This is an optimization exercise on Yosys and OpenROAD, whose aim is small area and a short achievable clock period, not a production implementation. In this exercise RTL edits were held to simulation tests only and were not proved equivalent to the original. Power figures rest on the tool's default switching activity, not on a simulated workload.

## schoolbook
module schoolbook(clk, rst, a, b, c);
input clk;
input rst;
input [282:0] a;
input [282:0] b;
output [565:0] c;
reg  [282:0] am;
reg  [282:0] hi;
reg  [282:0] lo;
reg  [8:0]   count;
reg          first;
reg          done;
wire         bn = first ? b[1] : lo[1];
wire [282:0] g0 = hi & am;
wire [282:0] p0 = hi ^ am;
wire g1_1 = g0[1] | (p0[1] & g0[0]);
wire p1_1 = p0[1] & p0[0];
wire g1_3 = g0[3] | (p0[3] & g0[2]);
wire p1_3 = p0[3] & p0[2];
wire g1_5 = g0[5] | (p0[5] & g0[4]);
wire p1_5 = p0[5] & p0[4];
wire g1_7 = g0[7] | (p0[7] & g0[6]);
wire p1_7 = p0[7] & p0[6];
wire g1_9 = g0[9] | (p0[9] & g0[8]);
wire p1_9 = p0[9] & p0[8];
wire g1_11 = g0[11] | (p0[11] & g0[10]);
wire p1_11 = p0[11] & p0[10];
wire g1_13 = g0[13] | (p0[13] & g0[12]);
wire p1_13 = p0[13] & p0[12];
wire g1_15 = g0[15] | (p0[15] & g0[14]);
wire p1_15 = p0[15] & p0[14];
wire g1_17 = g0[17] | (p0[17] & g0[16]);
wire p1_17 = p0[17] & p0[16];
wire g1_19 = g0[19] | (p0[19] & g0[18]);
wire p1_19 = p0[19] & p0[18];
wire g1_21 = g0[21] | (p0[21] & g0[20]);
wire p1_21 = p0[21] & p0[20];
wire g1_23 = g0[23] | (p0[23] & g0[22]);
wire p1_23 = p0[23] & p0[22];
wire g1_25 = g0[25] | (p0[25] & g0[24]);
wire p1_25 = p0[25] & p0[24];
wire g1_27 = g0[27] | (p0[27] & g0[26]);
wire p1_27 = p0[27] & p0[26];
wire g1_29 = g0[29] | (p0[29] & g0[28]);
wire p1_29 = p0[29] & p0[28];
wire g1_31 = g0[31] | (p0[31] & g0[30]);
wire p1_31 = p0[31] & p0[30];
wire g1_33 = g0[33] | (p0[33] & g0[32]);
wire p1_33 = p0[33] & p0[32];
wire g1_35 = g0[35] | (p0[35] & g0[34]);
wire p1_35 = p0[35] & p0[34];
wire g1_37 = g0[37] | (p0[37] & g0[36]);
wire p1_37 = p0[37] & p0[36];
  ...
Size: roughly 860 flip-flops, ~1,100 I/O pins, roughly 43,000 µm² of cells after synthesis.
export LEC_CHECK = 0
export CAP_MARGIN = 20
export CORE_AREA = 5 5 395 395
export DIE_AREA = 0 0 400 400
export PLACE_DENSITY = 0.6
export SLEW_MARGIN = 40
create_clock -name core_clock -period 14.0 [get_ports {clk}]
standard.sh (not shown) runs the stock make flow with config.mk's settings and CLKGATE_MAP_FILE= SYNTH_SCRIPT=/design/flow/synth_recipe.tcl, a recipe that flattens the netlist after the stock synthesis.
==> flow/flow/run.sh <==
#!/bin/bash
set -euo pipefail
bash standard.sh SETUP_SLACK_MARGIN=9 BUFFER_PORTS_ARGS="-buffer_cell sky130_fd_sc_hd__buf_1" finish > standard.log 2>&1
The baseline ran to the end with no violations.
Edit:
==> flow/flow/run.sh (replaced) <==
#!/bin/bash
set -euo pipefail
bash standard.sh SETUP_SLACK_MARGIN=9.75 BUFFER_PORTS_ARGS="-buffer_cell sky130_fd_sc_hd__buf_1" CTS_ARGS="-sink_clustering_enable -repair_clock_nets -dont_use_dummy_load" finish > standard.log 2>&1
--- a/flow/config.mk
+++ b/flow/config.mk
@@ -11 +11 @@
-export PLACE_DENSITY = 0.6
+export PLACE_DENSITY = 0.35
@@ -12,0 +13 @@
+export TNS_END_PERCENT = 30
What happened: The changed run finished with timing, DRC and antenna clean. Maximum frequency rose by a little under a tenth. Clock power falls by roughly a tenth. Combinational power rises by a few percent. Power goes down by a few percent. Area after synthesis does not change.
Edit:
==> flow/flow/run.sh (replaced) <==
#!/bin/bash
set -euo pipefail
bash standard.sh SETUP_SLACK_MARGIN=9.5 BUFFER_PORTS_ARGS="-buffer_cell sky130_fd_sc_hd__buf_1" finish > standard.log 2>&1
--- a/flow/config.mk
+++ b/flow/config.mk
@@ -9,0 +10 @@
+export CTS_BUF_LIST = sky130_fd_sc_hd__clkbuf_8
@@ -11 +12 @@
-export PLACE_DENSITY = 0.35
+export PLACE_DENSITY = 0.6
@@ -13 +13,0 @@
-export TNS_END_PERCENT = 30
The changed run finished with timing, DRC and antenna clean.
Total power came out higher by 1.8%.
Via count came out higher by 6.5%.
Design area came out higher by 1.4%.
Wire length is about the same.
Edit:
==> flow/flow/run.sh (replaced) <==
#!/bin/bash
set -euo pipefail
bash standard.sh SETUP_SLACK_MARGIN=9.75 BUFFER_PORTS_ARGS="-buffer_cell sky130_fd_sc_hd__buf_1" finish > standard.log 2>&1
--- a/flow/config.mk
+++ b/flow/config.mk
@@ -10 +9,0 @@
-export CTS_BUF_LIST = sky130_fd_sc_hd__clkbuf_8
@@ -12 +11 @@
-export PLACE_DENSITY = 0.6
+export PLACE_DENSITY = 0.28
After rerunning: Clock skew falls by 0.023 ns. Worst setup slack improved by 0.27 ns. Die area is unchanged. Via count drops by 5.6%.
Edit:
==> flow/flow/run.sh (replaced) <==
#!/bin/bash
set -euo pipefail
bash standard.sh SETUP_SLACK_MARGIN=9.5 BUFFER_PORTS_ARGS="-buffer_cell sky130_fd_sc_hd__buf_1" finish > standard.log 2>&1
--- a/flow/config.mk
+++ b/flow/config.mk
@@ -11 +11 @@
-export PLACE_DENSITY = 0.28
+export PLACE_DENSITY = 0.6
After rerunning:
- hold slack improved by 0.0084 ns
- synthesized area does not change
- clock-buffer cell count went down by 29
- cell area went down by 2.9%
- core utilization went down by 1.0 points
- die area stays the same
- routed wire length went down by 0.75%
- via count went up by 4.6%
- maximum frequency went down by 5.2%
- combinational power went down by 7.0%

schoolbook again, from the RTL that the note above started with.
Settings: LEC_CHECK=0, CAP_MARGIN=20, CORE_AREA=5 5 395 395, DIE_AREA=0 0 400 400, PLACE_DENSITY=0.35, SLEW_MARGIN=40; clock period 14.0 ns.
==> flow/flow/run.sh <==
#!/bin/bash
set -euo pipefail
bash standard.sh SETUP_SLACK_MARGIN=9.75 BUFFER_PORTS_ARGS="-buffer_cell sky130_fd_sc_hd__buf_1" CTS_ARGS="-sink_clustering_enable -repair_clock_nets -dont_use_dummy_load -sink_clustering_size 30 -sink_clustering_max_diameter 80" finish > standard.log 2>&1
Rerun with:
==> flow/flow/run.sh (replaced) <==
#!/bin/bash
set -euo pipefail
bash standard.sh SETUP_SLACK_MARGIN=10 BUFFER_PORTS_ARGS="-buffer_cell sky130_fd_sc_hd__buf_1" finish > standard.log 2>&1
--- a/flow/config.mk
+++ b/flow/config.mk
@@ -8,5 +8,7 @@
 export CAP_MARGIN = 20
 export CORE_AREA = 5 5 395 395
+export CTS_CLUSTER_DIAMETER = 60
+export CTS_CLUSTER_SIZE = 30
 export DIE_AREA = 0 0 400 400
-export PLACE_DENSITY = 0.35
+export PLACE_DENSITY = 0.6
 export SLEW_MARGIN = 40
Effect: The new run completed with no timing, DRC or antenna violations. Register-to-register slack is worse by 130 ps. Routed wire length goes up by 1.6%. Total power goes up by 21%. Setup slack is worse by 170 ps. Via count goes up by 12%.
Rerun with:
==> flow/run.sh (new file) <==
#!/bin/bash
# synth_recipe.tcl (not shown) runs the flow's synth.tcl, then flattens the netlist and writes it again
# the make line also repeats each setting of config.mk as NAME=value (left out here)
make -C /OpenROAD-flow-scripts/flow DESIGN_CONFIG=/design/flow/config.mk WORK_HOME=/design/flow/orfs CLKGATE_MAP_FILE= SYNTH_SCRIPT=/design/flow/synth_recipe.tcl finish
--- a/flow/config.mk
+++ b/flow/config.mk
@@ -8,7 +8,6 @@
 export CAP_MARGIN = 20
 export CORE_AREA = 5 5 395 395
-export CTS_CLUSTER_DIAMETER = 60
-export CTS_CLUSTER_SIZE = 30
 export DIE_AREA = 0 0 400 400
-export PLACE_DENSITY = 0.6
+export PLACE_DENSITY = 0.35
+export SETUP_SLACK_MARGIN = 5
 export SLEW_MARGIN = 40
removed: flow/flow/run.sh
removed: flow/standard.sh
What happened:
- The changed run completed with no timing, DRC or antenna violations
- power went down by 5.2%
- flip-flop and latch count stays the same
- via count went down by 11%
- wire length went up by 1.1%
- cell count went down by 6.6%
- global-route usage went up by 1.0 points
- synthesized cell count does not change
- sequential share of layout area went up by 0.90 points
- die area is unchanged
- design area went down by 2.4%
Rerun with:
==> flow/flow/run.sh (new file) <==
#!/bin/bash
set -euo pipefail
bash standard.sh SETUP_SLACK_MARGIN=9.75 BUFFER_PORTS_ARGS="-buffer_cell sky130_fd_sc_hd__buf_1" CTS_ARGS="-sink_clustering_enable -repair_clock_nets -dont_use_dummy_load -sink_clustering_size 30 -sink_clustering_max_diameter 100" finish > standard.log 2>&1
==> flow/standard.sh (new file) <==
#!/bin/bash
# synth_recipe.tcl (not shown) runs the flow's synth.tcl, then flattens the netlist and writes it again
# the make line also repeats each setting of config.mk as NAME=value (left out here)
make -C /OpenROAD-flow-scripts/flow DESIGN_CONFIG=/design/flow/config.mk WORK_HOME=/design/flow/orfs CLKGATE_MAP_FILE= SYNTH_SCRIPT=/design/flow/synth_recipe.tcl "${@:-finish}"
--- a/flow/config.mk
+++ b/flow/config.mk
@@ -10,4 +10,3 @@
 export DIE_AREA = 0 0 400 400
 export PLACE_DENSITY = 0.35
-export SETUP_SLACK_MARGIN = 5
 export SLEW_MARGIN = 40
removed: flow/run.sh
Effect: The changed run ran to the end with no violations. Synthesized cell count does not change. Non-clock buffer count rises by 62. Power falls by about 17%. Final cell count falls by 1.4%. Setup slack gets better by 1100 ps.
Rerun with:
==> flow/flow/run.sh (replaced) <==
#!/bin/bash
set -euo pipefail
bash standard.sh SETUP_SLACK_MARGIN=9.75 BUFFER_PORTS_ARGS="-buffer_cell sky130_fd_sc_hd__buf_1" finish > standard.log 2>&1
--- a/flow/config.mk
+++ b/flow/config.mk
@@ -9,4 +9,4 @@
 export CORE_AREA = 5 5 395 395
 export DIE_AREA = 0 0 400 400
-export PLACE_DENSITY = 0.35
+export PLACE_DENSITY = 0.6
 export SLEW_MARGIN = 40
=>
- via count is higher by 6.9%
- first-iteration DRC count grows by 36%
- routed wire length rose by 0.78%
- worst hold slack gains 14 ps
- fmax goes down by 2.9%
- sequential power stays flat
- utilization rises by 1.9 points
- global-route usage came out lower by 0.13 points
Rerun with:
--- a/flow/config.mk
+++ b/flow/config.mk
@@ -9,4 +9,4 @@
 export CORE_AREA = 5 5 395 395
 export DIE_AREA = 0 0 400 400
-export PLACE_DENSITY = 0.6
+export PLACE_DENSITY = 0.35
 export SLEW_MARGIN = 40
Area after synthesis stays the same.
Combinational power stays flat.
Design area falls by 0.38%.
Sequential power stays flat.
Critical path depth does not change.
Die area is unchanged.
Hold slack loses 20 ps.

[re-timing with driven ports]
The results above use ideal ports. As a check the final layouts listed here were re-extracted and re-timed, cells and wires unchanged. Step 1, drivers: a clkbuf_16 drives clk and a buf_2 each remaining input, both assumed. Step 2 also shifts input and output timing later by t, the mid clock arrival at the registers, as if the neighbouring blocks saw the same clock. Three values: ideal, step 1, step 2; two values: the first two.
run | t (ns) | setup slack, ns | worst hold slack (ns) | worst slew at a driven data input, ns
the first run of note 1 | 0.756 | 9.289 / 9.217 / 8.824 | 0.512 / 0.512 / 0.512 | 0.35
the second run of note 1 | 0.770 | 9.659 / 9.575 / 9.252 | 0.489 / 0.489 / 0.489 | 0.25
the third run of note 1 | 0.950 | 9.465 / 9.386 / 8.748 | 0.509 / 0.509 / 0.509 | 0.31
the fourth run of note 1 | 0.805 | 9.730 / 9.645 / 9.031 | 0.496 / 0.496 / 0.496 | 0.31
the fifth run of note 1 | 0.763 | 9.494 / 9.418 / 8.815 | 0.505 / 0.505 / 0.505 | 0.32
the first run of note 2 | 0.747 | 9.721 / 9.636 / 9.222 | 0.492 / 0.492 / 0.492 | 0.24
the second run of note 2 | 0.781 | 9.553 / 9.483 / 9.359 | 0.487 / 0.487 / 0.487 | 0.46
the third run of note 2 | 0.788 | 8.635 / 8.635 / 8.635 | 0.488 / 0.488 / 0.488 | 0.26
the fourth run of note 2 | 0.731 | 9.749 / 9.663 / 9.322 | 0.496 / 0.496 / 0.496 | 0.25
the fifth run of note 2 | 0.760 | 9.620 / 9.545 / 9.188 | 0.511 / 0.511 / 0.511 | 0.33
the sixth run of note 2 | 0.792 | 9.730 / 9.645 / 9.236 | 0.490 / 0.490 / 0.490 | 0.24
After both steps setup and hold are still met in every run listed. For the third run of note 1, which loses most, drivers alone change the setup slack by -0.079 ns; drivers and shift together by -0.717 ns.
